What follows belongs to an exercise in optimizing a design on an open flow for small area and a short achievable clock period; a production flow would make more cautious choices.
Function was not checked in any run shown here: the RTL went through the layout flow alone.
Power figures rest on the tool's default switching activity, not on a simulated workload.

[flow/flow/run.sh]
#!/bin/bash
set -euo pipefail
export BUFFER_PORTS_ARGS="-buffer_cell sky130_fd_sc_hd__buf_1"
bash standard.sh > standard_flow.log 2>&1
[flow/standard.sh]
#!/bin/bash
# synth_recipe.tcl (not shown) runs the flow's synth.tcl, then flattens the netlist and writes it again
# the make line also repeats each setting of config.mk as NAME=value (left out here)
make -C /OpenROAD-flow-scripts/flow DESIGN_CONFIG=/design/flow/config.mk WORK_HOME=/design/flow/orfs CLKGATE_MAP_FILE= SYNTH_SCRIPT=/design/flow/synth_recipe.tcl "${@:-finish}"
[flow/config.mk]
export PLATFORM = sky130hd
export DESIGN_NAME = reduce_prime2r
export DESIGN_NICKNAME = reduce_prime2r
export VERILOG_FILES = /design/flow/design.v
export SDC_FILE = /design/flow/constraint.sdc
export NUM_CORES = 4
export LEC_CHECK = 0
export CAP_MARGIN = 20
export CORE_MARGIN = 2
export CORE_UTILIZATION = 60
export CTS_BUF_LIST = sky130_fd_sc_hd__clkbuf_4 sky130_fd_sc_hd__clkbuf_8
export PLACE_DENSITY = 0.75
export SETUP_SLACK_MARGIN = 2.8
export SLEW_MARGIN = 20
export SYNTH_HIERARCHICAL = 1
[flow/constraint.sdc]
create_clock -name core_clock -period 5.3 [get_ports {clk}]
set_input_delay 1.0600 -clock core_clock [delete_from_list [all_inputs] [get_ports {clk}]]
set_output_delay 1.0600 -clock core_clock [all_outputs]
set_load 0.01 [all_outputs]
[flow/design.v]
module reduce_prime2r(
    input               clk,rst_n,
    input [69:0]        c,
    output reg [24:0]   res
    );
  wire n1;
  wire n2;
  wire n3;
  wire n4;
  wire n5;
  wire n6;
  wire n7;
  wire n8;
  wire n9;
  wire n10;
  wire n11;
  wire n12;
  wire n13;
  wire n14;
  wire n15;
  wire n16;
  wire n17;
  wire n18;
  wire n19;
  wire n20;
  wire n21;
  wire n22;
  wire n23;
  wire n24;
  wire n25;
  wire n26;
  wire n27;
  wire n28;
  wire n29;
  wire n30;
  wire n31;
  wire n32;
  wire n33;
  wire n34;
  wire n35;
  wire n36;
  wire n37;
  wire n38;
  wire n39;
  wire n40;
  wire n41;
  wire n42;
  wire n43;
  wire n44;
  wire n45;
  wire n46;
  wire n47;
  wire n48;
  wire n49;
  wire n50;
  wire n51;
  wire n52;
  wire n53;
  wire n54;
  wire n55;
  wire n56;
  wire n57;
  wire n58;
  wire n59;
  wire n60;
  wire n61;
  wire n62;
  wire n63;
  wire n64;
  wire n65;
  wire n66;
  wire n67;
  wire n68;
  wire n69;
  wire n70;
  wire n71;
  wire n72;
  wire n73;
  wire n74;
  wire n75;
  wire n76;
  wire n77;
  wire n78;
  wire n79;
  wire n80;
  wire n81;
  wire n82;
  wire n83;
  wire n84;
  wire n85;
  wire n86;
  wire n87;
  wire n88;
  wire n89;
  wire n90;
  wire n91;
  wire n92;
  wire n93;
  wire n94;
  wire n95;
  wire n96;
  wire n97;
  wire n98;
  wire n99;
  wire n100;
  wire n101;
  wire n102;
  wire n103;
  wire n104;
  wire n105;
  wire n106;
  wire n107;
  wire n108;
  wire n109;
  wire n110;
  wire n111;
  wire n112;
  wire n113;
  wire n114;
  wire n115;
  wire n116;
  wire n117;
  wire n118;
  wire n119;
  wire n120;
  wire n121;
  wire n122;
  wire n123;
  wire n124;
  wire n125;
  wire n126;
  wire n127;
  wire n128;
  wire n129;
  wire n130;
  wire n131;
  wire n132;
  wire n133;
  wire n134;
  wire n135;
  wire n136;
  wire n137;
  wire n138;
  wire n139;
  wire n140;
  wire n141;
  wire n142;
  wire n143;
  wire n144;
  wire n145;
  wire n146;
  wire n147;
  wire n148;
  wire n149;
  wire n150;
  wire n151;
  wire n152;
  wire n153;
  wire n154;
  wire n155;
  wire n156;
  wire n157;
  wire n158;
  wire n159;
  wire n160;
  wire n161;
  wire n162;
  wire n163;
  wire n164;
  wire n165;
  wire n166;
  wire n167;
  wire n168;
  wire n169;
  wire n170;
  wire n171;
  wire n172;
  wire n173;
  wire n174;
  wire n175;
  wire n176;
  wire n177;
  wire n178;
  wire n179;
  wire n180;
  wire n181;
  wire n182;
  wire n183;
  wire n184;
  wire n185;
  wire n186;
  wire n187;
  wire n188;
  wire n189;
  wire n190;
  wire n191;
  wire n192;
  wire n193;
  wire n194;
  wire n195;
  wire n196;
  wire n197;
  wire n198;
  wire n199;
  wire n200;
  wire n201;
  wire n202;
  wire n203;
  wire n204;
  wire n205;
  wire n206;
  wire n207;
  wire n208;
  wire n209;
  wire n210;
  wire n211;
  wire n212;
  wire n213;
  wire n214;
  wire n215;
  wire n216;
  wire n217;
  wire n218;
  wire n219;
  wire n220;
  wire n221;
  wire n222;
  wire n223;
  wire n224;
  wire n225;
  wire n226;
  wire n227;
  wire n228;
  wire n229;
  wire n230;
  wire n231;
  wire n232;
  wire n233;
  wire n234;
  wire n235;
  wire n236;
  wire n237;
  wire n238;
  wire n239;
  wire n240;
  wire n241;
  wire n242;
  wire n243;
  wire n244;
  wire n245;
  wire n246;
  wire n247;
  wire n248;
  wire n249;
  wire n250;
  wire n251;
  wire n252;
  wire n253;
  wire n254;
  wire n255;
  wire n256;
  wire n257;
  wire n258;
  wire n259;
  wire n260;
  wire n261;
  wire n262;
  wire n263;
  wire n264;
  wire n265;
  wire n266;
  wire n267;
  wire n268;
  wire n269;
  wire n270;
  wire n271;
  wire n272;
  wire n273;
  wire n274;
  wire n275;
  wire n276;
  wire n277;
  wire n278;
  wire n279;
  wire n280;
  wire n281;
  wire n282;
  wire n283;
  wire n284;
  wire n285;
  wire n286;
  wire n287;
  wire n288;
  wire n289;
  wire n290;
  wire n291;
  wire n292;
  wire n293;
  wire n294;
  wire n295;
  wire n296;
  wire n297;
  wire n298;
  wire n299;
  wire n300;
  wire n301;
  wire n302;
  wire n303;
  wire n304;
  wire n305;
  wire n306;
  wire n307;
  wire n308;
  wire n309;
  wire n310;
  wire n311;
  wire n312;
  wire n313;
  wire n314;
  wire n315;
  wire n316;
  wire n317;
  wire n318;
  wire n319;
  wire n320;
  wire n321;
  wire n322;
  wire n323;
  wire n324;
  wire n325;
  wire n326;
  wire n327;
  wire n328;
  wire n329;
  wire n330;
  wire n331;
  wire n332;
  wire n333;
  wire n334;
  wire n335;
  wire n336;
  wire n337;
  wire n338;
  wire n339;
  wire n340;
  wire n341;
  wire n342;
  wire n343;
  wire n344;
  wire n345;
  wire n346;
  wire n347;
  wire n348;
  wire n349;
  wire n350;
  wire n351;
  wire n352;
  wire n353;
  wire n354;
  wire n355;
  wire n356;
  wire n357;
  wire n358;
  wire n359;
  wire n360;
  wire n361;
  wire n362;
  assign n1 = ~c[30];
  fa_cell u_fa1 (.a(c[6]), .b(c[24]), .c(n1), .s(n2), .co(n3));
  assign n4 = ~c[31];
  fa_cell u_fa2 (.a(c[7]), .b(c[25]), .c(n4), .s(n5), .co(n6));
  assign n7 = ~c[32];
  fa_cell u_fa3 (.a(c[8]), .b(c[26]), .c(n7), .s(n8), .co(n9));
  assign n10 = ~c[33];
  fa_cell u_fa4 (.a(c[9]), .b(c[27]), .c(n10), .s(n11), .co(n12));
  assign n13 = ~c[34];
  fa_cell u_fa5 (.a(c[10]), .b(c[28]), .c(n13), .s(n14), .co(n15));
  assign n16 = ~c[35];
  fa_cell u_fa6 (.a(c[11]), .b(c[29]), .c(n16), .s(n17), .co(n18));
  assign n19 = ~c[36];
  fa_cell u_fa7 (.a(c[12]), .b(c[30]), .c(n19), .s(n20), .co(n21));
  assign n22 = ~c[37];
  fa_cell u_fa8 (.a(c[13]), .b(c[31]), .c(n22), .s(n23), .co(n24));
  assign n25 = ~c[38];
  fa_cell u_fa9 (.a(c[14]), .b(c[32]), .c(n25), .s(n26), .co(n27));
  assign n28 = ~c[39];
  fa_cell u_fa10 (.a(c[15]), .b(c[33]), .c(n28), .s(n29), .co(n30));
  assign n31 = ~c[40];
  fa_cell u_fa11 (.a(c[16]), .b(c[34]), .c(n31), .s(n32), .co(n33));
  assign n34 = ~c[41];
  fa_cell u_fa12 (.a(c[17]), .b(c[35]), .c(n34), .s(n35), .co(n36));
  assign n37 = ~c[42];
  fa_cell u_fa13 (.a(c[18]), .b(c[36]), .c(n37), .s(n38), .co(n39));
  assign n40 = ~c[43];
  fa_cell u_fa14 (.a(c[19]), .b(c[37]), .c(n40), .s(n41), .co(n42));
  assign n43 = ~c[44];
  fa_cell u_fa15 (.a(c[20]), .b(c[38]), .c(n43), .s(n44), .co(n45));
  assign n46 = ~c[45];
  fa_cell u_fa16 (.a(c[21]), .b(c[39]), .c(n46), .s(n47), .co(n48));
  assign n49 = ~c[46];
  fa_cell u_fa17 (.a(c[22]), .b(c[40]), .c(n49), .s(n50), .co(n51));
  assign n52 = ~c[47];
  fa_cell u_fa18 (.a(c[23]), .b(c[41]), .c(n52), .s(n53), .co(n54));
  assign n55 = c[0] ^ c[24];
  assign n56 = c[0] & ~c[24];
  assign n57 = ~c[48];
  fa_cell u_fa19 (.a(n57), .b(c[42]), .c(n55), .s(n58), .co(n59));
  assign n60 = ~c[25];
  fa_cell u_fa20 (.a(c[1]), .b(n60), .c(c[49]), .s(n61), .co(n62));
  fa_cell u_fa21 (.a(n40), .b(n56), .c(n61), .s(n63), .co(n64));
  assign n65 = ~c[26];
  fa_cell u_fa22 (.a(c[2]), .b(n65), .c(c[50]), .s(n66), .co(n67));
  fa_cell u_fa23 (.a(n43), .b(n62), .c(n66), .s(n68), .co(n69));
  assign n70 = ~c[27];
  fa_cell u_fa24 (.a(c[3]), .b(n70), .c(c[51]), .s(n71), .co(n72));
  fa_cell u_fa25 (.a(n46), .b(n67), .c(n71), .s(n73), .co(n74));
  assign n75 = ~c[28];
  fa_cell u_fa26 (.a(c[4]), .b(n75), .c(c[52]), .s(n76), .co(n77));
  fa_cell u_fa27 (.a(n49), .b(n72), .c(n76), .s(n78), .co(n79));
  assign n80 = ~c[29];
  fa_cell u_fa28 (.a(c[5]), .b(n80), .c(c[53]), .s(n81), .co(n82));
  fa_cell u_fa29 (.a(n52), .b(n77), .c(n81), .s(n83), .co(n84));
  assign n85 = c[54] ^ c[42];
  assign n86 = c[54] | c[42];
  fa_cell u_fa30 (.a(n2), .b(n54), .c(n82), .s(n87), .co(n88));
  assign n89 = ~n85;
  fa_cell u_fa31 (.a(n89), .b(n87), .c(n84), .s(n90), .co(n91));
  fa_cell u_fa32 (.a(n57), .b(c[55]), .c(c[43]), .s(n92), .co(n93));
  fa_cell u_fa33 (.a(n86), .b(n5), .c(n3), .s(n94), .co(n95));
  fa_cell u_fa34 (.a(n92), .b(n88), .c(n94), .s(n96), .co(n97));
  assign n98 = ~c[49];
  fa_cell u_fa35 (.a(n98), .b(c[56]), .c(c[44]), .s(n99), .co(n100));
  fa_cell u_fa36 (.a(n8), .b(n6), .c(n93), .s(n101), .co(n102));
  fa_cell u_fa37 (.a(n99), .b(n95), .c(n101), .s(n103), .co(n104));
  assign n105 = ~c[50];
  fa_cell u_fa38 (.a(n105), .b(c[57]), .c(c[45]), .s(n106), .co(n107));
  fa_cell u_fa39 (.a(n11), .b(n9), .c(n100), .s(n108), .co(n109));
  fa_cell u_fa40 (.a(n106), .b(n102), .c(n108), .s(n110), .co(n111));
  assign n112 = ~c[51];
  fa_cell u_fa41 (.a(n112), .b(c[58]), .c(c[46]), .s(n113), .co(n114));
  fa_cell u_fa42 (.a(n14), .b(n12), .c(n107), .s(n115), .co(n116));
  fa_cell u_fa43 (.a(n113), .b(n109), .c(n115), .s(n117), .co(n118));
  assign n119 = ~c[52];
  fa_cell u_fa44 (.a(n119), .b(c[59]), .c(c[47]), .s(n120), .co(n121));
  fa_cell u_fa45 (.a(n17), .b(n15), .c(n114), .s(n122), .co(n123));
  fa_cell u_fa46 (.a(n120), .b(n116), .c(n122), .s(n124), .co(n125));
  assign n126 = ~c[53];
  fa_cell u_fa47 (.a(c[48]), .b(n126), .c(c[60]), .s(n127), .co(n128));
  fa_cell u_fa48 (.a(n20), .b(n18), .c(n121), .s(n129), .co(n130));
  fa_cell u_fa49 (.a(n127), .b(n123), .c(n129), .s(n131), .co(n132));
  assign n133 = ~c[54];
  fa_cell u_fa50 (.a(c[49]), .b(n133), .c(c[61]), .s(n134), .co(n135));
  fa_cell u_fa51 (.a(n23), .b(n21), .c(n128), .s(n136), .co(n137));
  fa_cell u_fa52 (.a(n134), .b(n130), .c(n136), .s(n138), .co(n139));
  assign n140 = ~c[55];
  fa_cell u_fa53 (.a(c[50]), .b(n140), .c(c[62]), .s(n141), .co(n142));
  fa_cell u_fa54 (.a(n26), .b(n24), .c(n135), .s(n143), .co(n144));
  fa_cell u_fa55 (.a(n141), .b(n137), .c(n143), .s(n145), .co(n146));
  assign n147 = ~c[56];
  fa_cell u_fa56 (.a(c[51]), .b(n147), .c(c[63]), .s(n148), .co(n149));
  fa_cell u_fa57 (.a(n29), .b(n27), .c(n142), .s(n150), .co(n151));
  fa_cell u_fa58 (.a(n148), .b(n144), .c(n150), .s(n152), .co(n153));
  assign n154 = ~c[57];
  fa_cell u_fa59 (.a(c[52]), .b(n154), .c(c[64]), .s(n155), .co(n156));
  fa_cell u_fa60 (.a(n32), .b(n30), .c(n149), .s(n157), .co(n158));
  fa_cell u_fa61 (.a(n155), .b(n151), .c(n157), .s(n159), .co(n160));
  assign n161 = ~c[58];
  fa_cell u_fa62 (.a(c[53]), .b(n161), .c(c[65]), .s(n162), .co(n163));
  fa_cell u_fa63 (.a(n35), .b(n33), .c(n156), .s(n164), .co(n165));
  fa_cell u_fa64 (.a(n162), .b(n158), .c(n164), .s(n166), .co(n167));
  assign n168 = ~c[59];
  fa_cell u_fa65 (.a(c[54]), .b(n168), .c(c[66]), .s(n169), .co(n170));
  fa_cell u_fa66 (.a(n38), .b(n36), .c(n163), .s(n171), .co(n172));
  fa_cell u_fa67 (.a(n169), .b(n165), .c(n171), .s(n173), .co(n174));
  assign n175 = ~c[60];
  fa_cell u_fa68 (.a(c[55]), .b(n175), .c(c[67]), .s(n176), .co(n177));
  fa_cell u_fa69 (.a(n41), .b(n39), .c(n170), .s(n178), .co(n179));
  fa_cell u_fa70 (.a(n176), .b(n172), .c(n178), .s(n180), .co(n181));
  assign n182 = ~c[61];
  fa_cell u_fa71 (.a(c[56]), .b(n182), .c(c[68]), .s(n183), .co(n184));
  fa_cell u_fa72 (.a(n44), .b(n42), .c(n177), .s(n185), .co(n186));
  fa_cell u_fa73 (.a(n183), .b(n179), .c(n185), .s(n187), .co(n188));
  assign n189 = ~c[62];
  fa_cell u_fa74 (.a(c[57]), .b(n189), .c(c[69]), .s(n190), .co(n191));
  fa_cell u_fa75 (.a(n47), .b(n45), .c(n184), .s(n192), .co(n193));
  fa_cell u_fa76 (.a(n190), .b(n186), .c(n192), .s(n194), .co(n195));
  assign n196 = c[58] ^ c[63];
  assign n197 = c[58] & ~c[63];
  fa_cell u_fa77 (.a(n50), .b(n48), .c(n191), .s(n198), .co(n199));
  assign n200 = ~n196;
  fa_cell u_fa78 (.a(n200), .b(n193), .c(n198), .s(n201), .co(n202));
  assign n203 = c[59] ^ c[64];
  assign n204 = c[59] & ~c[64];
  fa_cell u_fa79 (.a(n197), .b(n53), .c(n51), .s(n205), .co(n206));
  assign n207 = ~n203;
  fa_cell u_fa80 (.a(n207), .b(n199), .c(n205), .s(n208), .co(n209));
  assign n210 = c[60] ^ c[65];
  assign n211 = n210;
  assign n212 = n204 ^ n211;
  assign n213 = n212 ^ n206;
  assign n214 = c[0] | ~c[24];
  gpn_cell u_gp1 (.a(c[1]), .b(~c[25]), .ng(n215), .nt(n216));
  gpn_cell u_gp2 (.a(c[2]), .b(~c[26]), .ng(n217), .nt(n218));
  gpn_cell u_gp3 (.a(c[3]), .b(~c[27]), .ng(n219), .nt(n220));
  gpn_cell u_gp4 (.a(c[4]), .b(~c[28]), .ng(n221), .nt(n222));
  gpn_cell u_gp5 (.a(c[5]), .b(~c[29]), .ng(n223), .nt(n224));
  gpn_cell u_gp7 (.a(n5), .b(n3), .ng(n225), .nt(n226));
  gpn_cell u_gp8 (.a(n8), .b(n6), .ng(n227), .nt(n228));
  gpn_cell u_gp9 (.a(n11), .b(n9), .ng(n229), .nt(n230));
  gpn_cell u_gp10 (.a(n14), .b(n12), .ng(n231), .nt(n232));
  gpn_cell u_gp11 (.a(n17), .b(n15), .ng(n233), .nt(n234));
  gpn_cell u_gp12 (.a(n20), .b(n18), .ng(n235), .nt(n236));
  gpn_cell u_gp13 (.a(n23), .b(n21), .ng(n237), .nt(n238));
  gpn_cell u_gp14 (.a(n26), .b(n24), .ng(n239), .nt(n240));
  gpn_cell u_gp15 (.a(n29), .b(n27), .ng(n241), .nt(n242));
  gpn_cell u_gp16 (.a(n32), .b(n30), .ng(n243), .nt(n244));
  gpn_cell u_gp17 (.a(n35), .b(n33), .ng(n245), .nt(n246));
  gpn_cell u_gp18 (.a(n38), .b(n36), .ng(n247), .nt(n248));
  gpn_cell u_gp19 (.a(n41), .b(n39), .ng(n249), .nt(n250));
  gpn_cell u_gp20 (.a(n44), .b(n42), .ng(n251), .nt(n252));
  gpn_cell u_gp21 (.a(n47), .b(n45), .ng(n253), .nt(n254));
  gpn_cell u_gp22 (.a(n50), .b(n48), .ng(n255), .nt(n256));
  gpn_cell u_gp23 (.a(n53), .b(n51), .ng(n257), .nt(n258));
  assign n259 = ~n215 | (~n216 & n214);
  assign n260 = ~n216 & 1'b1;
  assign n261 = ~n219 | (~n220 & ~n217);
  assign n262 = ~n220 & ~n218;
  assign n263 = ~n223 | (~n224 & ~n221);
  assign n264 = ~n224 & ~n222;
  assign n265 = ~n225 | (~n226 & 1'b0);
  assign n266 = ~n226 & n2;
  assign n267 = ~n229 | (~n230 & ~n227);
  assign n268 = ~n230 & ~n228;
  assign n269 = ~n233 | (~n234 & ~n231);
  assign n270 = ~n234 & ~n232;
  assign n271 = ~n237 | (~n238 & ~n235);
  assign n272 = ~n238 & ~n236;
  assign n273 = ~n241 | (~n242 & ~n239);
  assign n274 = ~n242 & ~n240;
  assign n275 = ~n245 | (~n246 & ~n243);
  assign n276 = ~n246 & ~n244;
  assign n277 = ~n249 | (~n250 & ~n247);
  assign n278 = ~n250 & ~n248;
  assign n279 = ~n253 | (~n254 & ~n251);
  assign n280 = ~n254 & ~n252;
  assign n281 = ~n257 | (~n258 & ~n255);
  assign n282 = ~n258 & ~n256;
  assign n283 = ~n217 | (~n218 & n259);
  assign n284 = ~n218 & n260;
  assign n285 = n261 | (n262 & n259);
  assign n286 = n262 & n260;
  assign n287 = 1'b0 | (n2 & n263);
  assign n288 = n2 & n264;
  assign n289 = n265 | (n266 & n263);
  assign n290 = n266 & n264;
  assign n291 = ~n231 | (~n232 & n267);
  assign n292 = ~n232 & n268;
  assign n293 = n269 | (n270 & n267);
  assign n294 = n270 & n268;
  assign n295 = ~n239 | (~n240 & n271);
  assign n296 = ~n240 & n272;
  assign n297 = n273 | (n274 & n271);
  assign n298 = n274 & n272;
  assign n299 = ~n247 | (~n248 & n275);
  assign n300 = ~n248 & n276;
  assign n301 = n277 | (n278 & n275);
  assign n302 = n278 & n276;
  assign n303 = ~n255 | (~n256 & n279);
  assign n304 = ~n256 & n280;
  assign n305 = n281 | (n282 & n279);
  assign n306 = n282 & n280;
  assign n307 = ~n221 | (~n222 & n285);
  assign n308 = ~n222 & n286;
  assign n309 = n263 | (n264 & n285);
  assign n310 = n264 & n286;
  assign n311 = n287 | (n288 & n285);
  assign n312 = n288 & n286;
  assign n313 = n289 | (n290 & n285);
  assign n314 = n290 & n286;
  assign n315 = ~n235 | (~n236 & n293);
  assign n316 = ~n236 & n294;
  assign n317 = n271 | (n272 & n293);
  assign n318 = n272 & n294;
  assign n319 = n295 | (n296 & n293);
  assign n320 = n296 & n294;
  assign n321 = n297 | (n298 & n293);
  assign n322 = n298 & n294;
  assign n323 = ~n251 | (~n252 & n301);
  assign n324 = ~n252 & n302;
  assign n325 = n279 | (n280 & n301);
  assign n326 = n280 & n302;
  assign n327 = n303 | (n304 & n301);
  assign n328 = n304 & n302;
  assign n329 = n305 | (n306 & n301);
  assign n330 = n306 & n302;
  assign n331 = ~n227 | (~n228 & n313);
  assign n332 = ~n228 & n314;
  assign n333 = n267 | (n268 & n313);
  assign n334 = n268 & n314;
  assign n335 = n291 | (n292 & n313);
  assign n336 = n292 & n314;
  assign n337 = n293 | (n294 & n313);
  assign n338 = n294 & n314;
  assign n339 = n315 | (n316 & n313);
  assign n340 = n316 & n314;
  assign n341 = n317 | (n318 & n313);
  assign n342 = n318 & n314;
  assign n343 = n319 | (n320 & n313);
  assign n344 = n320 & n314;
  assign n345 = n321 | (n322 & n313);
  assign n346 = n322 & n314;
  assign n347 = ~n243 | (~n244 & n345);
  assign n348 = ~n244 & n346;
  assign n349 = n275 | (n276 & n345);
  assign n350 = n276 & n346;
  assign n351 = n299 | (n300 & n345);
  assign n352 = n300 & n346;
  assign n353 = n301 | (n302 & n345);
  assign n354 = n302 & n346;
  assign n355 = n323 | (n324 & n345);
  assign n356 = n324 & n346;
  assign n357 = n325 | (n326 & n345);
  assign n358 = n326 & n346;
  assign n359 = n327 | (n328 & n345);
  assign n360 = n328 & n346;
  assign n361 = n329 | (n330 & n345);
  assign n362 = n330 & n346;
  wire [24:0] wa = {n209, n202, n195, n188, n181, n174, n167, n160, n153, n146, n139, n132, n125, n118, n111, n104, n97, n91, n90, n79, n74, n69, n64, n59, n54};
  wire [24:0] wb = {n213, n208, n201, n194, n187, n180, n173, n166, n159, n152, n145, n138, n131, n124, n117, n110, n103, n96, 1'b0, n83, n78, n73, n68, n63, n58};
  wire wdg0 = n361;
  reg [24:0] ra, rb;
  reg rdg0;
  always @(posedge clk) begin
    ra <= wa; rb <= wb; rdg0 <= wdg0;
  end
  wire m1;
  wire m2;
  wire m3;
  wire m4;
  wire m5;
  wire m6;
  wire m7;
  wire m8;
  wire m9;
  wire m10;
  wire m11;
  wire m12;
  wire m13;
  wire m14;
  wire m15;
  wire m16;
  wire m17;
  wire m18;
  wire m19;
  wire m20;
  wire m21;
  wire m22;
  wire m23;
  wire m24;
  wire m25;
  wire m26;
  wire m27;
  wire m28;
  wire m29;
  wire m30;
  wire m31;
  wire m32;
  wire m33;
  wire m34;
  wire m35;
  wire m36;
  wire m37;
  wire m38;
  wire m39;
  wire m40;
  wire m41;
  wire m42;
  wire m43;
  wire m44;
  wire m45;
  wire m46;
  wire m47;
  wire m48;
  wire m49;
  wire m50;
  wire m51;
  wire m52;
  wire m53;
  wire m54;
  wire m55;
  wire m56;
  wire m57;
  wire m58;
  wire m59;
  wire m60;
  wire m61;
  wire m62;
  wire m63;
  wire m64;
  wire m65;
  wire m66;
  wire m67;
  wire m68;
  wire m69;
  wire m70;
  wire m71;
  wire m72;
  wire m73;
  wire m74;
  wire m75;
  wire m76;
  wire m77;
  wire m78;
  wire m79;
  wire m80;
  wire m81;
  wire m82;
  wire m83;
  wire m84;
  wire m85;
  wire m86;
  wire m87;
  wire m88;
  wire m89;
  wire m90;
  wire m91;
  wire m92;
  wire m93;
  wire m94;
  wire m95;
  wire m96;
  wire m97;
  wire m98;
  wire m99;
  wire m100;
  wire m101;
  wire m102;
  wire m103;
  wire m104;
  wire m105;
  wire m106;
  wire m107;
  wire m108;
  wire m109;
  wire m110;
  wire m111;
  wire m112;
  wire m113;
  wire m114;
  wire m115;
  wire m116;
  wire m117;
  wire m118;
  wire m119;
  wire m120;
  wire m121;
  wire m122;
  wire m123;
  wire m124;
  wire m125;
  wire m126;
  wire m127;
  wire m128;
  wire m129;
  wire m130;
  wire m131;
  wire m132;
  wire m133;
  wire m134;
  wire m135;
  wire m136;
  wire m137;
  wire m138;
  wire m139;
  wire m140;
  wire m141;
  wire m142;
  wire m143;
  wire m144;
  wire m145;
  wire m146;
  wire m147;
  wire m148;
  wire m149;
  wire m150;
  wire m151;
  wire m152;
  wire m153;
  wire m154;
  wire m155;
  wire m156;
  wire m157;
  wire m158;
  wire m159;
  wire m160;
  wire m161;
  wire m162;
  wire m163;
  wire m164;
  wire m165;
  wire m166;
  wire m167;
  wire m168;
  wire m169;
  wire m170;
  wire m171;
  wire m172;
  wire m173;
  wire m174;
  wire m175;
  wire m176;
  wire m177;
  assign m1 = ~ra[0] ^ ~rb[0];
  assign m2 = ~ra[0] & ~rb[0];
  assign m3 = ~ra[1] ^ rb[1];
  assign m4 = ~ra[1] & rb[1];
  assign m5 = ra[2] ^ rb[2];
  assign m6 = ra[2] & rb[2];
  assign m7 = ra[3] ^ rb[3];
  assign m8 = ra[3] & rb[3];
  assign m9 = ra[4] ^ rb[4];
  assign m10 = ra[4] & rb[4];
  assign m11 = ra[5] ^ rb[5];
  assign m12 = ra[5] & rb[5];
  assign m13 = ra[7] ^ rb[7];
  assign m14 = ra[7] & rb[7];
  assign m15 = ra[8] ^ rb[8];
  assign m16 = ra[8] & rb[8];
  assign m17 = ra[9] ^ rb[9];
  assign m18 = ra[9] & rb[9];
  assign m19 = ra[10] ^ rb[10];
  assign m20 = ra[10] & rb[10];
  assign m21 = ra[11] ^ rb[11];
  assign m22 = ra[11] & rb[11];
  assign m23 = ra[12] ^ rb[12];
  assign m24 = ra[12] & rb[12];
  assign m25 = ra[13] ^ rb[13];
  assign m26 = ra[13] & rb[13];
  assign m27 = ra[14] ^ rb[14];
  assign m28 = ra[14] & rb[14];
  assign m29 = ra[15] ^ rb[15];
  assign m30 = ra[15] & rb[15];
  assign m31 = ra[16] ^ rb[16];
  assign m32 = ra[16] & rb[16];
  assign m33 = ra[17] ^ rb[17];
  assign m34 = ra[17] & rb[17];
  assign m35 = ra[18] ^ rb[18];
  assign m36 = ra[18] & rb[18];
  assign m37 = ra[19] ^ rb[19];
  assign m38 = ra[19] & rb[19];
  assign m39 = ra[20] ^ rb[20];
  assign m40 = ra[20] & rb[20];
  assign m41 = ra[21] ^ rb[21];
  assign m42 = ra[21] & rb[21];
  assign m43 = ra[22] ^ rb[22];
  assign m44 = ra[22] & rb[22];
  assign m45 = ra[23] ^ rb[23];
  assign m46 = ra[23] & rb[23];
  assign m47 = m4 | (m3 & m2);
  assign m48 = m3 & m1;
  assign m49 = m8 | (m7 & m6);
  assign m50 = m7 & m5;
  assign m51 = m12 | (m11 & m10);
  assign m52 = m11 & m9;
  assign m53 = m6 | (m5 & m47);
  assign m54 = m5 & m48;
  assign m55 = m49 | (m50 & m47);
  assign m56 = m50 & m48;
  assign m57 = m10 | (m9 & m55);
  assign m58 = m9 & m56;
  assign m59 = m51 | (m52 & m55);
  assign m60 = m52 & m56;
  assign m61 = m2 | (m1 & ~rdg0);
  assign m62 = m47 | (m48 & ~rdg0);
  assign m63 = m53 | (m54 & ~rdg0);
  assign m64 = m55 | (m56 & ~rdg0);
  assign m65 = m57 | (m58 & ~rdg0);
  assign m66 = m59 | (m60 & ~rdg0);
  assign m67 = ra[6] | m59;
  assign m68 = ra[6] & (m59 | m60);
  assign m69 = rdg0 ? m67 : m68;
  assign m70 = m16 | (m15 & m14);
  assign m71 = m15 & m13;
  assign m72 = m20 | (m19 & m18);
  assign m73 = m19 & m17;
  assign m74 = m24 | (m23 & m22);
  assign m75 = m23 & m21;
  assign m76 = m28 | (m27 & m26);
  assign m77 = m27 & m25;
  assign m78 = m32 | (m31 & m30);
  assign m79 = m31 & m29;
  assign m80 = m36 | (m35 & m34);
  assign m81 = m35 & m33;
  assign m82 = m40 | (m39 & m38);
  assign m83 = m39 & m37;
  assign m84 = m44 | (m43 & m42);
  assign m85 = m43 & m41;
  assign m86 = m18 | (m17 & m70);
  assign m87 = m17 & m71;
  assign m88 = m72 | (m73 & m70);
  assign m89 = m73 & m71;
  assign m90 = m26 | (m25 & m74);
  assign m91 = m25 & m75;
  assign m92 = m76 | (m77 & m74);
  assign m93 = m77 & m75;
  assign m94 = m34 | (m33 & m78);
  assign m95 = m33 & m79;
  assign m96 = m80 | (m81 & m78);
  assign m97 = m81 & m79;
  assign m98 = m42 | (m41 & m82);
  assign m99 = m41 & m83;
  assign m100 = m84 | (m85 & m82);
  assign m101 = m85 & m83;
  assign m102 = m22 | (m21 & m88);
  assign m103 = m21 & m89;
  assign m104 = m74 | (m75 & m88);
  assign m105 = m75 & m89;
  assign m106 = m90 | (m91 & m88);
  assign m107 = m91 & m89;
  assign m108 = m92 | (m93 & m88);
  assign m109 = m93 & m89;
  assign m110 = m38 | (m37 & m96);
  assign m111 = m37 & m97;
  assign m112 = m82 | (m83 & m96);
  assign m113 = m83 & m97;
  assign m114 = m98 | (m99 & m96);
  assign m115 = m99 & m97;
  assign m116 = m100 | (m101 & m96);
  assign m117 = m101 & m97;
  assign m118 = m30 | (m29 & m108);
  assign m119 = m29 & m109;
  assign m120 = m78 | (m79 & m108);
  assign m121 = m79 & m109;
  assign m122 = m94 | (m95 & m108);
  assign m123 = m95 & m109;
  assign m124 = m96 | (m97 & m108);
  assign m125 = m97 & m109;
  assign m126 = m110 | (m111 & m108);
  assign m127 = m111 & m109;
  assign m128 = m112 | (m113 & m108);
  assign m129 = m113 & m109;
  assign m130 = m114 | (m115 & m108);
  assign m131 = m115 & m109;
  assign m132 = m116 | (m117 & m108);
  assign m133 = m117 & m109;
  assign m134 = m46 | (m45 & m132);
  assign m135 = m45 & m133;
  assign m136 = m14 | (m13 & m69);
  assign m137 = m70 | (m71 & m69);
  assign m138 = m86 | (m87 & m69);
  assign m139 = m88 | (m89 & m69);
  assign m140 = m102 | (m103 & m69);
  assign m141 = m104 | (m105 & m69);
  assign m142 = m106 | (m107 & m69);
  assign m143 = m108 | (m109 & m69);
  assign m144 = m118 | (m119 & m69);
  assign m145 = m120 | (m121 & m69);
  assign m146 = m122 | (m123 & m69);
  assign m147 = m124 | (m125 & m69);
  assign m148 = m126 | (m127 & m69);
  assign m149 = m128 | (m129 & m69);
  assign m150 = m130 | (m131 & m69);
  assign m151 = m132 | (m133 & m69);
  assign m152 = m134 | (m135 & m69);
  assign m153 = m1 ^ ~rdg0;
  assign m154 = m3 ^ m61;
  assign m155 = m5 ^ m62;
  assign m156 = m7 ^ m63;
  assign m157 = m9 ^ m64;
  assign m158 = m11 ^ m65;
  assign m159 = ra[6] ^ rdg0 ^ m66;
  assign m160 = m13 ^ m69;
  assign m161 = m15 ^ m136;
  assign m162 = m17 ^ m137;
  assign m163 = m19 ^ m138;
  assign m164 = m21 ^ m139;
  assign m165 = m23 ^ m140;
  assign m166 = m25 ^ m141;
  assign m167 = m27 ^ m142;
  assign m168 = m29 ^ m143;
  assign m169 = m31 ^ m144;
  assign m170 = m33 ^ m145;
  assign m171 = m35 ^ m146;
  assign m172 = m37 ^ m147;
  assign m173 = m39 ^ m148;
  assign m174 = m41 ^ m149;
  assign m175 = m43 ^ m150;
  assign m176 = m45 ^ m151;
  assign m177 = ra[24] ^ rb[24] ^ rdg0 ^ m152;
  wire [24:0] sum = {m177, m176, m175, m174, m173, m172, m171, m170, m169, m168, m167, m166, m165, m164, m163, m162, m161, m160, m159, m158, m157, m156, m155, m154, m153};
  always @(posedge clk or negedge rst_n)
    if (!rst_n) res <= 25'd0;
    else res <= sum;
endmodule
module fa_cell(input a, b, c, output s, co);
  assign s = a ^ b ^ c;
  assign co = (a & b) | (a & c) | (b & c);
endmodule
module gpn_cell(input a, b, output ng, nt);
  assign ng = ~(a & b);
  assign nt = ~(a | b);
endmodule
==> summary.txt, run 1 <==
STA
  • Relative slew slack: 70.3%
  • Period Utilization, post-route: 50.0%
  • Clock Skews: 0.00968 ns
  • Fmax: 377 MHz
  • Worst Tran Pin Value: 0.441 ns
  • Tmin final: 2.65 ns
  • Setup Viol. Count Final: 0
  • Final Hold Viols: 0
  • RSZ-0062 raised after global routing: yes
  • Final TNS setup: 0 ns
  • Fin. max-slew vios: 0

Yosys
  • Most frequent cell after synthesis: fa_1
  • Syn Nets: 598
  • #FFs+latches synth: 75
  • Area share of the largest cell type after synthesis: 33.5%
  • Syn Area/Cell: 11.8 µm²
  • Area leader, netlist: fa_1
  • Synth cell types: 42
  • YS warnings: 7
  • Number of enable flip-flop cells after synthesis: 0
  • Async S/R FF share, synth: 33.3%
  • Mapped Area: 4900 µm²
  • Register area share after synthesis: 33.2%
  • Top cells by count, synth: fa_1, inv_1, dfxtp_1
  • Synth top area cells: fa_1, dfxtp_1, dfrtp_1, ha_1, inv_1
  • Main synth FF type: dfxtp_1
  • Synth Instances: 416

Critical path
  • Worst path cell trace: buf_6 > fa_1 > nand2_1 > o21a_1 > o21a_1 > o21a_1 > o21a_1 > o21ai_1 > nand2b_1 > a21oi_2 > or3_1
  • R2R setup slack: 3.01 ns
  • Critical path's largest stage delay: 0.56 ns
  • Reg2reg path depth: 10
  • FF-to-FF Start: ra[0]
  • Critical path endpoint category: flop
  • Crit path launch type: primary input
  • CP max stage cell: fa_1
  • CP Max Fanout: 2
  • Crit Reg-Reg Endpoint: res[23]
  • Most used cell along the critical path: o21a_1
  • Setup CP Type: in -> reg
  • Crit path required time: 5.59 ns
  • WP data arrival: 2.94 ns

Clocking
  • H-tree depth: 3
  • Sinks on Clock Net: 75
  • CTS Buf Count: 9
  • # hold bufs at CTS: 0
  • Worst-Skew Late Latency: 0.34 ns
  • CTS tree: built
  • Clock transition at the registers of the reported paths: 0.08 ns
  • Clk Tree Root Cell: clkbuf_8
  • Clock Path Buffers: 2

Layout
  • Share of cells above drive strength 1: 26.4%
  • # diodes: 0
  • Area Overhead vs Synth: 21.4%
  • Fillers: 532
  • Nets: 711
  • Fin util: 76.3%

Pwr
  • Pwr/cell area: 483 nW/µm²
  • Worst vdd ir: 0.245 mV
  • Static leakage: 0.00255 µW

Place
  • GP Congestion: 0.935
  • # port buffers: 96
  • HPWL after DPL: 9220 µm

GRT
  • Tot GR Track Use: 26.9%
  • Largest net degree at the start of global routing: 26
  • Antenna violations before repair: 0
  • Grt ovf: 0
  • Number of global-route vias before repair: 3583
  • First-pass GRT wire length: 17500 µm

Drt
  • Routed WL per cell: 17.3 µm
  • DRC: 0
  • Routed vias/inst: 5.31
  • Drt total wl: 11000 µm
  • Initial DRT Pass Iterations: 4
  • Remaining antenna violation count after routing: 0
  • DR iter-0 viols: 194
  • Via count: 3379

Floorplan
  • FP Rows: 32
  • Initial Util: 62.8%
  • Die area: 8910 µm²
  • Die W: 94.4 µm
  • Die Ht: 94.4 µm
  • Core area: 7810 µm²
  • I/O Pins: 97

Worst hold path
  • Hold path cells: 1
  • Worst hold path type: reg -> reg
  • Worst hold start: ra[6]
  • WHS Endpoint: res[6]

Flow run
  • Max-Cap Viols: 0

Run status
  • Status: complete, no violations
-- sequential cells by signal, indices dropped and copies added (netlist names) --
name,flops
ra,25
res,25
rb,24
rdg0,1
-- report_power, final --
group | leakage, µW | total [µW] | switching, µW | internal [µW]
Combinational | 0.00172 | 1460 | 800 | 657
Clock | 0.000120 | 507 | 215 | 293
Sequential | 0.000712 | 910 | 84.5 | 825
Total | 0.00255 | 2870 | 1100 | 1770
-- worst max-delay path: cells and delay by family --
| kind | cells | cell delay (ns) |
|---|---|---|
| AO/OA/AOI/OAI | 6 | 0.96 |
| adder cells (fa/ha/maj) | 1 | 0.56 |
| AND/OR/NAND/NOR | 3 | 0.26 |
| buffers and inverters | 1 | 0.11 |
-- placed cells by master (no fill, tap or decap), types with 8 or more instances in the layout --
master / n
nand2_1: 29
o21a_1: 10
dfxtp_1: 50
fa_2: 47
xor2_1: 8
buf_4: 9
o21ai_0: 9
inv_1: 39
inv_4: 9
xnor2_1: 17
a21oi_1: 14
ha_1: 28
buf_2: 19
clkbuf_8: 11
nor2_1: 29
dfrtp_1: 25
buf_1: 58
fa_1: 35
-- cell families (layout without fill, tap and decap cells) --
| logic type | count (synthesis) | count (layout) | share of synthesized area, % |
|---|---|---|---|
| xor gates and xnor gates | 25 | 25 | 4.46 |
| adders and majority gates | 110 | 110 | 40.6 |
| AOI/OAI and AO/OA | 60 | 60 | 8.98 |
| DFF | 75 | 75 | 33.2 |
| and+or+nand+nor | 90 | 90 | 8.47 |
| buffers and inverters | 56 | 174 | 4.31 |
-- through the flow --
step / hold slack, ns / cell area [µm²] / setup WS, ns / power (µW) / std cells
floorplan: 0.485 / 4960 / 2.56 / 1960 / 416
global placement: 0.499 / 5460 / 2.18 / 2270 / 614
detailed placement: 0.504 / 5460 / 2.18 / 2330 / 614
CTS: 0.515 / 5810 / 2.68 / 2870 / 634
global route: 0.528 / 5960 / 2.60 / 3100 / 636
finish: 0.512 / 5960 / 2.65 / 2870 / 636
-- layer usage --
layer,share of wire [%],wire length [µm],vias up,GRT usage [%]
met4,2.2,246,0,8.21
met5,0,0,-,0
met2,49,5440,131,46.0
met3,5.9,649,21,4.15
li1,-,-,1567,-
met1,42,4670,1660,35.9
-- area by class of cell --
cell class | instances | area [µm²] | share of cell area [%]
clock buffers | 11 | 151 | 2.54
multi-input cells | 285 | 3190 | 53.6
repair buffers | 103 | 548 | 9.20
inverters | 55 | 229 | 3.84
well taps | 102 | 128 | 2.14
flip-flops and latches | 75 | 1630 | 27.3
clock inverters | 5 | 82.6 | 1.39
-- timing repair --
item / 4_1_cts / 5_1_grt
gates resized for setup: 50 / 59
cloned: 0 / 0
setup endpoints to repair: 24 / 18
setup buffers: 4 / 2
hold endpoints to repair: 0 / 0
pin swaps: 9 / 28
-- modules after synthesis (local to each module, per instance) --
module / copies in the design / cell area, µm²
fa_cell: 80 / 20.0
reduce_prime2r: 1 / 3140
gpn_cell: 22 / 7.51
-- how the worst max path moves through the flow --
| stage | startpoint | to | slack, ns |
|---|---|---|---|
| CTS | c[35] | rdg0 | 2.68 |
| finish | c[34] | rdg0 | 2.65 |
| global placement | c[50] | rb[10] | 2.18 |
| detailed placement | c[50] | rb[10] | 2.18 |
| global route | c[41] | rdg0 | 2.60 |
| floorplan | c[34] | rdg0 | 2.56 |
==> run 2, diff against run 1 <==
--- a/flow/design.v
+++ b/flow/design.v
@@ -501,50 +501,72 @@
   assign n214 = c[0] | ~c[24];
-  gpn_cell u_gp1 (.a(c[1]), .b(~c[25]), .ng(n215), .nt(n216));
-  gpn_cell u_gp2 (.a(c[2]), .b(~c[26]), .ng(n217), .nt(n218));
-  gpn_cell u_gp3 (.a(c[3]), .b(~c[27]), .ng(n219), .nt(n220));
-  gpn_cell u_gp4 (.a(c[4]), .b(~c[28]), .ng(n221), .nt(n222));
-  gpn_cell u_gp5 (.a(c[5]), .b(~c[29]), .ng(n223), .nt(n224));
-  gpn_cell u_gp7 (.a(n5), .b(n3), .ng(n225), .nt(n226));
-  gpn_cell u_gp8 (.a(n8), .b(n6), .ng(n227), .nt(n228));
-  gpn_cell u_gp9 (.a(n11), .b(n9), .ng(n229), .nt(n230));
-  gpn_cell u_gp10 (.a(n14), .b(n12), .ng(n231), .nt(n232));
-  gpn_cell u_gp11 (.a(n17), .b(n15), .ng(n233), .nt(n234));
-  gpn_cell u_gp12 (.a(n20), .b(n18), .ng(n235), .nt(n236));
-  gpn_cell u_gp13 (.a(n23), .b(n21), .ng(n237), .nt(n238));
-  gpn_cell u_gp14 (.a(n26), .b(n24), .ng(n239), .nt(n240));
-  gpn_cell u_gp15 (.a(n29), .b(n27), .ng(n241), .nt(n242));
-  gpn_cell u_gp16 (.a(n32), .b(n30), .ng(n243), .nt(n244));
-  gpn_cell u_gp17 (.a(n35), .b(n33), .ng(n245), .nt(n246));
-  gpn_cell u_gp18 (.a(n38), .b(n36), .ng(n247), .nt(n248));
-  gpn_cell u_gp19 (.a(n41), .b(n39), .ng(n249), .nt(n250));
-  gpn_cell u_gp20 (.a(n44), .b(n42), .ng(n251), .nt(n252));
-  gpn_cell u_gp21 (.a(n47), .b(n45), .ng(n253), .nt(n254));
-  gpn_cell u_gp22 (.a(n50), .b(n48), .ng(n255), .nt(n256));
-  gpn_cell u_gp23 (.a(n53), .b(n51), .ng(n257), .nt(n258));
-  assign n259 = ~n215 | (~n216 & n214);
-  assign n260 = ~n216 & 1'b1;
-  assign n261 = ~n219 | (~n220 & ~n217);
-  assign n262 = ~n220 & ~n218;
-  assign n263 = ~n223 | (~n224 & ~n221);
-  assign n264 = ~n224 & ~n222;
-  assign n265 = ~n225 | (~n226 & 1'b0);
-  assign n266 = ~n226 & n2;
-  assign n267 = ~n229 | (~n230 & ~n227);
-  assign n268 = ~n230 & ~n228;
-  assign n269 = ~n233 | (~n234 & ~n231);
-  assign n270 = ~n234 & ~n232;
-  assign n271 = ~n237 | (~n238 & ~n235);
-  assign n272 = ~n238 & ~n236;
-  assign n273 = ~n241 | (~n242 & ~n239);
-  assign n274 = ~n242 & ~n240;
-  assign n275 = ~n245 | (~n246 & ~n243);
-  assign n276 = ~n246 & ~n244;
-  assign n277 = ~n249 | (~n250 & ~n247);
-  assign n278 = ~n250 & ~n248;
-  assign n279 = ~n253 | (~n254 & ~n251);
-  assign n280 = ~n254 & ~n252;
-  assign n281 = ~n257 | (~n258 & ~n255);
-  assign n282 = ~n258 & ~n256;
-  assign n283 = ~n217 | (~n218 & n259);
-  assign n284 = ~n218 & n260;
+  assign n215 = c[1] & ~c[25];
+  assign n216 = c[1] ^ ~c[25];
+  assign n217 = c[2] & ~c[26];
+  assign n218 = c[2] ^ ~c[26];
+  assign n219 = c[3] & ~c[27];
+  assign n220 = c[3] ^ ~c[27];
+  assign n221 = c[4] & ~c[28];
+  assign n222 = c[4] ^ ~c[28];
+  assign n223 = c[5] & ~c[29];
+  assign n224 = c[5] ^ ~c[29];
+  assign n225 = n5 & n3;
+  assign n226 = n5 ^ n3;
+  assign n227 = n8 & n6;
+  assign n228 = n8 ^ n6;
+  assign n229 = n11 & n9;
+  assign n230 = n11 ^ n9;
+  assign n231 = n14 & n12;
+  assign n232 = n14 ^ n12;
+  assign n233 = n17 & n15;
+  assign n234 = n17 ^ n15;
+  assign n235 = n20 & n18;
+  assign n236 = n20 ^ n18;
+  assign n237 = n23 & n21;
+  assign n238 = n23 ^ n21;
+  assign n239 = n26 & n24;
+  assign n240 = n26 ^ n24;
+  assign n241 = n29 & n27;
+  assign n242 = n29 ^ n27;
+  assign n243 = n32 & n30;
+  assign n244 = n32 ^ n30;
+  assign n245 = n35 & n33;
+  assign n246 = n35 ^ n33;
+  assign n247 = n38 & n36;
+  assign n248 = n38 ^ n36;
+  assign n249 = n41 & n39;
+  assign n250 = n41 ^ n39;
+  assign n251 = n44 & n42;
+  assign n252 = n44 ^ n42;
+  assign n253 = n47 & n45;
+  assign n254 = n47 ^ n45;
+  assign n255 = n50 & n48;
+  assign n256 = n50 ^ n48;
+  assign n257 = n53 & n51;
+  assign n258 = n53 ^ n51;
+  assign n259 = n215 | (n216 & n214);
+  assign n260 = n216 & 1'b1;
+  assign n261 = n219 | (n220 & n217);
+  assign n262 = n220 & n218;
+  assign n263 = n223 | (n224 & n221);
+  assign n264 = n224 & n222;
+  assign n265 = n225 | (n226 & 1'b0);
+  assign n266 = n226 & n2;
+  assign n267 = n229 | (n230 & n227);
+  assign n268 = n230 & n228;
+  assign n269 = n233 | (n234 & n231);
+  assign n270 = n234 & n232;
+  assign n271 = n237 | (n238 & n235);
+  assign n272 = n238 & n236;
+  assign n273 = n241 | (n242 & n239);
+  assign n274 = n242 & n240;
+  assign n275 = n245 | (n246 & n243);
+  assign n276 = n246 & n244;
+  assign n277 = n249 | (n250 & n247);
+  assign n278 = n250 & n248;
+  assign n279 = n253 | (n254 & n251);
+  assign n280 = n254 & n252;
+  assign n281 = n257 | (n258 & n255);
+  assign n282 = n258 & n256;
+  assign n283 = n217 | (n218 & n259);
+  assign n284 = n218 & n260;
   assign n285 = n261 | (n262 & n259);
@@ -555,20 +577,20 @@
   assign n290 = n266 & n264;
-  assign n291 = ~n231 | (~n232 & n267);
-  assign n292 = ~n232 & n268;
+  assign n291 = n231 | (n232 & n267);
+  assign n292 = n232 & n268;
   assign n293 = n269 | (n270 & n267);
   assign n294 = n270 & n268;
-  assign n295 = ~n239 | (~n240 & n271);
-  assign n296 = ~n240 & n272;
+  assign n295 = n239 | (n240 & n271);
+  assign n296 = n240 & n272;
   assign n297 = n273 | (n274 & n271);
   assign n298 = n274 & n272;
-  assign n299 = ~n247 | (~n248 & n275);
-  assign n300 = ~n248 & n276;
+  assign n299 = n247 | (n248 & n275);
+  assign n300 = n248 & n276;
   assign n301 = n277 | (n278 & n275);
   assign n302 = n278 & n276;
-  assign n303 = ~n255 | (~n256 & n279);
-  assign n304 = ~n256 & n280;
+  assign n303 = n255 | (n256 & n279);
+  assign n304 = n256 & n280;
   assign n305 = n281 | (n282 & n279);
   assign n306 = n282 & n280;
-  assign n307 = ~n221 | (~n222 & n285);
-  assign n308 = ~n222 & n286;
+  assign n307 = n221 | (n222 & n285);
+  assign n308 = n222 & n286;
   assign n309 = n263 | (n264 & n285);
@@ -579,4 +601,4 @@
   assign n314 = n290 & n286;
-  assign n315 = ~n235 | (~n236 & n293);
-  assign n316 = ~n236 & n294;
+  assign n315 = n235 | (n236 & n293);
+  assign n316 = n236 & n294;
   assign n317 = n271 | (n272 & n293);
@@ -587,4 +609,4 @@
   assign n322 = n298 & n294;
-  assign n323 = ~n251 | (~n252 & n301);
-  assign n324 = ~n252 & n302;
+  assign n323 = n251 | (n252 & n301);
+  assign n324 = n252 & n302;
   assign n325 = n279 | (n280 & n301);
@@ -595,4 +617,4 @@
   assign n330 = n306 & n302;
-  assign n331 = ~n227 | (~n228 & n313);
-  assign n332 = ~n228 & n314;
+  assign n331 = n227 | (n228 & n313);
+  assign n332 = n228 & n314;
   assign n333 = n267 | (n268 & n313);
@@ -611,4 +633,4 @@
   assign n346 = n322 & n314;
-  assign n347 = ~n243 | (~n244 & n345);
-  assign n348 = ~n244 & n346;
+  assign n347 = n243 | (n244 & n345);
+  assign n348 = n244 & n346;
   assign n349 = n275 | (n276 & n345);
@@ -998,5 +1020 @@
 endmodule
-module gpn_cell(input a, b, output ng, nt);
-  assign ng = ~(a & b);
-  assign nt = ~(a | b);
-endmodule
--- a/flow/config.mk
+++ b/flow/config.mk
@@ -9,5 +9,4 @@
 export CORE_MARGIN = 2
-export CORE_UTILIZATION = 60
+export CORE_UTILIZATION = 40
 export CTS_BUF_LIST = sky130_fd_sc_hd__clkbuf_4 sky130_fd_sc_hd__clkbuf_8
-export PLACE_DENSITY = 0.75
 export SETUP_SLACK_MARGIN = 2.8
==> summary.txt, run 2 <==
Run status
  • Status: complete, no violations

Drt
  • DRC: 0
  • DR iter-0 viols: 106
  • Drt total wl: 11300 µm
  • Via count: 3254
  • Remaining antenna violation count after routing: 0
  • Routed WL per cell: 16.3 µm
  • Routed vias/inst: 4.68
  • Initial DRT Pass Iterations: 4

Yosys
  • Syn Area/Cell: 12.4 µm²
  • Compound-Gate Fraction of Synth Area: 8.38%
  • Post-synthesis xor/xnor area fraction: 4.03%
  • Area leader, netlist: fa_1
  • Post-synthesis mux area share: 0%
  • Number of enable flip-flop cells after synthesis: 0
  • Synth Instances: 402
  • Synth cell types: 42
  • Area share of the largest cell type after synthesis: 32.8%
  • Top cells by count, synth: fa_1, inv_1, dfxtp_1, ha_1, dfrtp_1
  • Async S/R FF share, synth: 33.3%
  • Mapped Area: 5000 µm²
  • Most frequent cell after synthesis: fa_1
  • Synth Area in Adders: 45.3%
  • Main combinational cell family by area after synthesis: adder cells
  • #FFs+latches synth: 75
  • YS warnings: 7
  • Main synth FF type: dfxtp_1
  • Register area share after synthesis: 32.5%
  • Synth top area cells: fa_1, dfxtp_1, dfrtp_1, ha_1, inv_1
  • Post-Synth Simple-Gate Area: 5.06%
  • Syn Nets: 606

Floorplan
  • I/O Pins: 97
  • FP Rows: 40
  • Die area: 13400 µm²
  • Die W: 116 µm
  • Die Ht: 116 µm
  • Core area: 12100 µm²
  • Initial Util: 41.3%

Clocking
  • Clock Path Buffers: 2
  • Sinks on Clock Net: 75
  • Clk Tree Root Cell: clkbuf_8
  • Worst-Skew Late Latency: 0.35 ns
  • Clock transition at the registers of the reported paths: 0.07 ns
  • CTS tree: built
  • CTS Buf Count: 9
  • H-tree depth: 3

Critical path
  • Critical path endpoint category: flop
  • Crit path required time: 5.60 ns
  • CP max stage cell: fa_2
  • Crit Reg-Reg Endpoint: res[14]
  • Critical path's largest stage delay: 0.60 ns
  • Most used cell along the critical path: fa_2
  • Setup CP Type: in -> reg
  • R2R setup slack: 2.95 ns
  • Reg2reg path depth: 10
  • CP Max Fanout: 2
  • WP data arrival: 2.90 ns
  • Crit path launch type: primary input
  • Worst path cell trace: buf_6 > fa_2 > buf_6 > fa_2 > fa_2
  • Critical Path End: rb[17]
  • FF-to-FF Start: ra[0]
  • Setup crit start: c[35]

STA
  • Worst Tran Pin Value: 0.463 ns
  • Setup Viol. Count Final: 0
  • Tmin final: 2.61 ns
  • Final Hold Viols: 0
  • RSZ-0062 raised after global routing: yes
  • Period Utilization, post-route: 49.2%
  • Fin. max-slew vios: 0
  • Setup WS post-layout: 2.69 ns
  • Hold WS: 0.510 ns
  • Fmax: 384 MHz
  • Final TNS setup: 0 ns
  • Clock Skews: 0.0117 ns
  • Relative slew slack: 68.8%

Pwr
  • Comb pwr share: 52.5%
  • Static leakage: 0.00270 µW
  • Clock power share: 15.7%
  • Sequential power share: 31.8%
  • Worst vdd ir: 0.180 mV
  • Pint: 1760 µW
  • Pwr/cell area: 461 nW/µm²
  • Psw: 1110 µW
  • Switching part of the total: 38.6%

Worst hold path
  • Hold path cells: 1
  • Worst hold path type: reg -> reg

Flow run
  • Max-Cap Viols: 0

Layout
  • # diodes: 0
  • Most common cell after layout, fill and taps aside: buf_1
  • Fin util: 51.5%
  • Nets: 726
  • Reg area: 1630 µm²
  • Fillers: 1122
  • Largest regs: ra: 25 flops, res: 25 flops, rb: 24 flops
  • Area occupied by multi-input gates: 3390 µm²
  • Most frequent cells in the layout: buf_1, inv_1, dfxtp_1, ha_1, fa_1
  • Share of cells above drive strength 1: 26.2%
  • Area Overhead vs Synth: 24.8%

GRT
  • Largest net degree at the start of global routing: 26
  • First-pass GRT wire length: 17600 µm
  • Antenna violations before repair: 0
  • Grt ovf: 0
  • Number of global-route vias before repair: 3477
  • Tot GR Track Use: 18.1%

Place
  • HPWL after DPL: 9780 µm
  • # port buffers: 96
  • Placement Setup Slack: 2.18 ns
  • GP Congestion: 0.889
## run 2: cell types whose count changed after synthesis, moves of 5 or more
cell	change
nand2_1	-20
nor3_1	+5
inv_1	+7
ha_1	+22
nor2_1	-19
a21o_1	+6
## run 2: layout make-up
type                            count  share of cell area, %
Multi-Input combinational cell    265                   54.4
Sequential cell                    75                   26.1
Timing Repair Buffer              109                   8.96
Inverter                           62                   3.97
Tap cell                          168                   3.37
Clock buffer                       12                   2.45
Clock inverter                      4                  0.822
## run 2: worst min path at each step
stage | start | endpoint | slack [ns]
2_1_floorplan | ra[6] | res[6] | 0.44
3_3_place_gp | ra[6] | res[6] | 0.47
3_5_place_dp | ra[6] | res[6] | 0.47
4_1_cts | ra[6] | res[6] | 0.48
5_1_grt | ra[6] | res[6] | 0.54
6_report | ra[6] | res[6] | 0.51
## run 2: logic make-up after synthesis
group	count (synthesis)
AO/OA/AOI/OAI	61
buffers and inverters	62
flip-flops	75
XOR/XNOR	23
AND/OR/NAND/NOR	49
adder cells (fa/ha/maj)	132
## run 2: stage by stage
step | std cells | power (µW) | area [µm²]
2_1_floorplan | 402 | 1930 | 5070
3_3_place_gp | 667 | 2280 | 5650
3_5_place_dp | 667 | 2320 | 5650
4_1_cts | 690 | 2800 | 6010
5_1_grt | 695 | 3130 | 6240
6_report | 695 | 2880 | 6240
## run 2: Yosys stat by module, one instance, submodules excluded
module,times used,area [µm²]
fa_cell,80,20.0
reduce_prime2r,1,3400
## run 2: critical path, delay by kind of cell
kind / cells / cell delay [ns]
buf+inv: 2 / 0.21
fa+ha+maj: 3 / 1.63
## run 2: what timing repair did
| item | CTS | global route |
|---|---|---|
| endpoints found under the setup margin | 22 | 23 |
| pin swaps | 10 | 30 |
| setup buffers | 7 | 5 |
| resized for setup | 46 | 52 |
| endpoints found under the hold margin | 0 | 0 |
| hold buffers | 0 | 0 |
## run 2: routing by layer
| metal | up-vias | routed length, µm | global-route usage, % |
|---|---|---|---|
| li1 | 1560 | - | - |
| met1 | 1594 | 5010 | 23.6 |
| met2 | 81 | 5640 | 30.4 |
| met3 | 19 | 409 | 2.98 |
| met4 | 0 | 286 | 7.38 |
| met5 | - | 0 | 0 |
## run 2: power by group through the flow
| stage | clock (µW) | combinational [µW] | sequential (µW) |
|---|---|---|---|
| after floorplan | 0 | 979 | 953 |
| after global placement | 0 | 1370 | 916 |
| after detailed placement | 0 | 1400 | 917 |
| after CTS | 467 | 1430 | 905 |
| after global routing | 489 | 1710 | 935 |
| final | 452 | 1510 | 913 |

[what the ideal ports hide]
The flow's constraints put no driver on any port. The routed layouts listed below were extracted and timed again, unchanged, in two steps. Step 1 sets driving cells, clkbuf_16 on the clock port and buf_2 on the other inputs (assumed; they add their load-dependent delay and slew). Step 2 adds t to the input delays and takes it off the output delays; t is the mean of the earliest and latest rising clock arrival at the registers after step 1. Input paths then give back, and output paths get back, about the clock's delay inside the block. Slacks: no drivers / after step 1 / after step 2; pairs: no drivers / after step 1.
| run | t (ns) | slack for setup (ns) | pins driven straight from the clock port |
|---|---|---|---|
| run 1 | 0.366 | 2.651 / 2.649 / 2.283 | 1 |
| run 2 | 0.382 | 2.695 / 2.699 / 2.317 | 1 |
After both steps every run listed still meets setup and hold. The setup slack of run 2, which loses most, moves by +0.004 ns with the drivers and by -0.378 ns with both steps.
